This is an optimization exercise on Yosys and OpenROAD, whose aim is small area, a short achievable clock period and few clock cycles per item, not a production implementation.
Only simulation tests tie the RTL to the original design; equivalence was not proved.
Power is estimated from default activity; no workload was simulated.

==> flow/design.v (excerpt) <==
module sum_stationary #(
  parameter int DATA_WIDTH = 8,
  parameter int N = 4,
  parameter int C_DATA_WIDTH = (2 * DATA_WIDTH) + $clog2(N),
  parameter int COUNTER_BITS = 16,
  parameter int LEN_BITS = 12      
) (
  input                             clk,
  input                             reset,
  input                             a_input_valid,
  input                             b_input_valid,
  input                             output_ready,
  output                            input_ready,
  output logic                      output_valid,
  input                             output_by_row,
  input        [COUNTER_BITS-1:0]   len_input,
  input        [N*DATA_WIDTH-1:0]   a_data,
  input        [N*DATA_WIDTH-1:0]   b_data,
  output logic [N*C_DATA_WIDTH-1:0] c_data_streaming
);
Size in the first run: roughly 5800 cells after synthesis.
==> flow/config.mk <==
export PLATFORM = sky130hd
export DESIGN_NAME = sum_stationary
export DESIGN_NICKNAME = sum_stationary
export VERILOG_FILES = /design/flow/design.v
export SDC_FILE = /design/flow/constraint.sdc
export NUM_CORES = 4
export LEC_CHECK = 0
export CAP_MARGIN = 20
export CORE_MARGIN = 2
export CORE_UTILIZATION = 40
export PLACE_DENSITY = 0.6
export SLEW_MARGIN = 20
==> flow/constraint.sdc <==
create_clock -name core_clock -period 6.0 [get_ports {clk}]
set_input_delay 1.2000 -clock core_clock [delete_from_list [all_inputs] [get_ports {clk}]]
set_output_delay 1.2000 -clock core_clock [all_outputs]
set_load 0.01 [all_outputs]
run.sh (not shown) runs the stock make flow with config.mk's settings and CLKGATE_MAP_FILE= SYNTH_SCRIPT=/design/flow/synth_recipe.tcl, a recipe that flattens the netlist after the stock synthesis.
The starting point finished clean.
Testbench counts at the start, summed over its fixed seeds: cycles 5,211, tiles 128.
Next try:
SETUP_SLACK_MARGIN = 1.2   (was not set)
Result: The new run completed without violations; core utilization grows by 1.8 points; clock-buffer cell count is unchanged; final area rose by 4.1%; total power rose by 3.1%; via count rises by 3.0%; area after synthesis is unchanged; wire length rises by 9.8%.
Next try:
SETUP_SLACK_MARGIN = 0.6   (was 1.2)
Outcome: Final area went down by 3.9%; register-to-register slack got worse by 0.44 ns; worst setup slack got worse by 0.44 ns; via count drops by about 3%; wire length is lower by about 9%; synthesized area does not change; die area does not change; hold slack barely changes; non-clock buffer count drops by 96; cell count went down by 1.4%; global-route usage shrinks by 0.20 points.

========
Another version of the RTL of sum_stationary (not shown whole).
Size: ~6600 cells after synthesis, about 160 I/O pins, ~48000 µm² of cells after synthesis.
clock: 6.0 ns
lec_check: 0
abc_area: 1
cap_margin: 20
core_margin: 2
core_utilization: 40
place_density: 0.6
setup_slack_margin: 2.0
slew_margin: 20
standard.sh (not shown) runs the stock make flow with config.mk's settings and CLKGATE_MAP_FILE= SYNTH_SCRIPT=/design/flow/synth_recipe.tcl, a recipe that flattens the netlist after the stock synthesis.
==> flow/flow/run.sh <==
#!/bin/bash
# The standard layout (standard synthesis, floorplan, placement, CTS,
# routing), with one change: the input and output port buffers that
# global placement inserts are plain buf_2 cells, which the resizer may
# upsize, instead of the clkdlybuf4s50 delay cells buffer_ports picks on
# its own. Every port still gets its buffer.
set -euo pipefail
export BUFFER_PORTS_ARGS="-buffer_cell sky130_fd_sc_hd__buf_2"
bash standard.sh finish > run_standard.log 2>&1
Testbench counts at the start, summed over its fixed seeds: cycles 5,211, tiles 128.
==> next run, changes <==
==> flow/run.sh (new file) <==
#!/bin/bash
# synth_recipe.tcl (not shown) runs the flow's synth.tcl, then flattens the netlist and writes it again
# the make line also repeats each setting of config.mk as NAME=value (left out here)
make -C /OpenROAD-flow-scripts/flow DESIGN_CONFIG=/design/flow/config.mk WORK_HOME=/design/flow/orfs CLKGATE_MAP_FILE= SYNTH_SCRIPT=/design/flow/synth_recipe.tcl finish
ABC_AREA = default   (was 1)
removed: flow/flow/run.sh
removed: flow/standard.sh
- The new run went through all stages and came out clean
- sequential share of layout area rises by 0.18 points
- sequential power falls by about 3%
- hold slack is about the same
- power falls by 3.3%
- via count falls by 14%
- first-iteration DRC count rises by 26%
- routed wire length falls by 18%
- cell area barely changes
==> next run, changes <==
ABC_AREA = 1   (was default)
SETUP_SLACK_MARGIN = default   (was 2.0)
=> Sequential power grows by a few percent. Non-clock buffer count decreases by 169. Area after synthesis goes up by a few percent. Worst setup slack loses 1.1 ns. Sequential cell count does not change. Wire length went up by about a fifth.
==> next run, changes <==
SETUP_SLACK_MARGIN = 2.0   (was default)
Outcome: The changed run went through all stages and came out clean. Global-route usage grows by 0.52 points. Worst setup slack is better by 0.99 ns. Critical path depth grows by 3. Total power grows by a few percent. Non-clock buffer count grows by 125. Sequential cell count stays the same. Final cell count grows slightly.

========
Starting RTL as in the previous note.
clock: 6.0 ns
lec_check: 0
cap_margin: 20
core_margin: 2
core_utilization: 40
place_density: 0.6
setup_slack_margin: 2.0
slew_margin: 20
==> flow/flow/run.sh <==
#!/bin/bash
# The standard layout (standard synthesis, floorplan, placement, CTS,
# routing), with one change: the input and output port buffers that
# global placement inserts are plain buf_2 cells, which the resizer may
# upsize, instead of the clkdlybuf4s50 delay cells buffer_ports picks on
# its own. Every port still gets its buffer.
set -euo pipefail
export BUFFER_PORTS_ARGS="-buffer_cell sky130_fd_sc_hd__buf_2"
bash standard.sh finish > run_standard.log 2>&1
Testbench counts at the start, summed over its fixed seeds: cycles 5,211, tiles 128.
Change:
==> flow/run.sh (new file) <==
#!/bin/bash
# synth_recipe.tcl (not shown) runs the flow's synth.tcl, then flattens the netlist and writes it again
# the make line also repeats each setting of config.mk as NAME=value (left out here)
make -C /OpenROAD-flow-scripts/flow DESIGN_CONFIG=/design/flow/config.mk WORK_HOME=/design/flow/orfs CLKGATE_MAP_FILE= SYNTH_SCRIPT=/design/flow/synth_recipe.tcl finish
Settings changed: ABC_AREA from default to 1, SETUP_SLACK_MARGIN 2.0 to 1.5.
removed: flow/flow/run.sh
removed: flow/standard.sh
The new run passed the timing, DRC and antenna checks.
Non-clock buffer count fell by 107.
Power rose by 7.0%.
Synthesized area rose by 5.9%.
Final cell count rose by 25%.

[what the ideal ports hide]
The results above use ideal ports. As a check the final layouts listed here were re-extracted and re-timed, cells and wires unchanged.
Step 1 (the two cells are an assumption about what drives the block):
set clk [get_ports {clk}]
set_driving_cell -lib_cell sky130_fd_sc_hd__clkbuf_16 $clk
set_driving_cell -lib_cell sky130_fd_sc_hd__buf_2 [delete_from_list [all_inputs] $clk]
Step 2 times the ports against the registers' clock, not the clock port: input delays grow and output delays shrink by t, the midpoint of the rising clock arrivals with the driver on.
a / b / c = no drivers / after step 1 / after step 2; a / b = the first two.
run	shift t [ns]	setup WS [ns]	worst setup path after step 2	latest minus earliest clock arrival (ns)	worst slew at a driven data input, ns
the first run of note 1	0.750	0.744 / 0.744 / 0.744	register to register	0.036 / 0.037	0.17
the second run of note 1	0.756	1.253 / 1.214 / 1.214	input to output	0.032 / 0.032	0.17
the third run of note 1	0.751	0.815 / 0.815 / 0.815	register to register	0.039 / 0.040	0.19
the first run of note 2	0.797	1.891 / 1.814 / 1.936	input to output	0.066 / 0.066	0.07
the second run of note 2	0.770	1.952 / 1.787 / 1.787	input to output	0.039 / 0.039	0.25
the third run of note 2	0.806	0.893 / 0.810 / 0.945	input to output	0.063 / 0.063	0.07
the fourth run of note 2	0.817	1.888 / 1.804 / 1.870	input to output	0.061 / 0.061	0.07
the first run of note 3	0.740	1.957 / 1.898 / 1.957	register to register	0.035 / 0.035	0.25
the second run of note 3	0.802	1.444 / 1.362 / 1.447	input to output	0.053 / 0.053	0.08
After both steps every run listed still meets setup and hold. The setup slack of the second run of note 2, which loses most, moves by -0.165 ns with the drivers and by -0.165 ns with both steps.
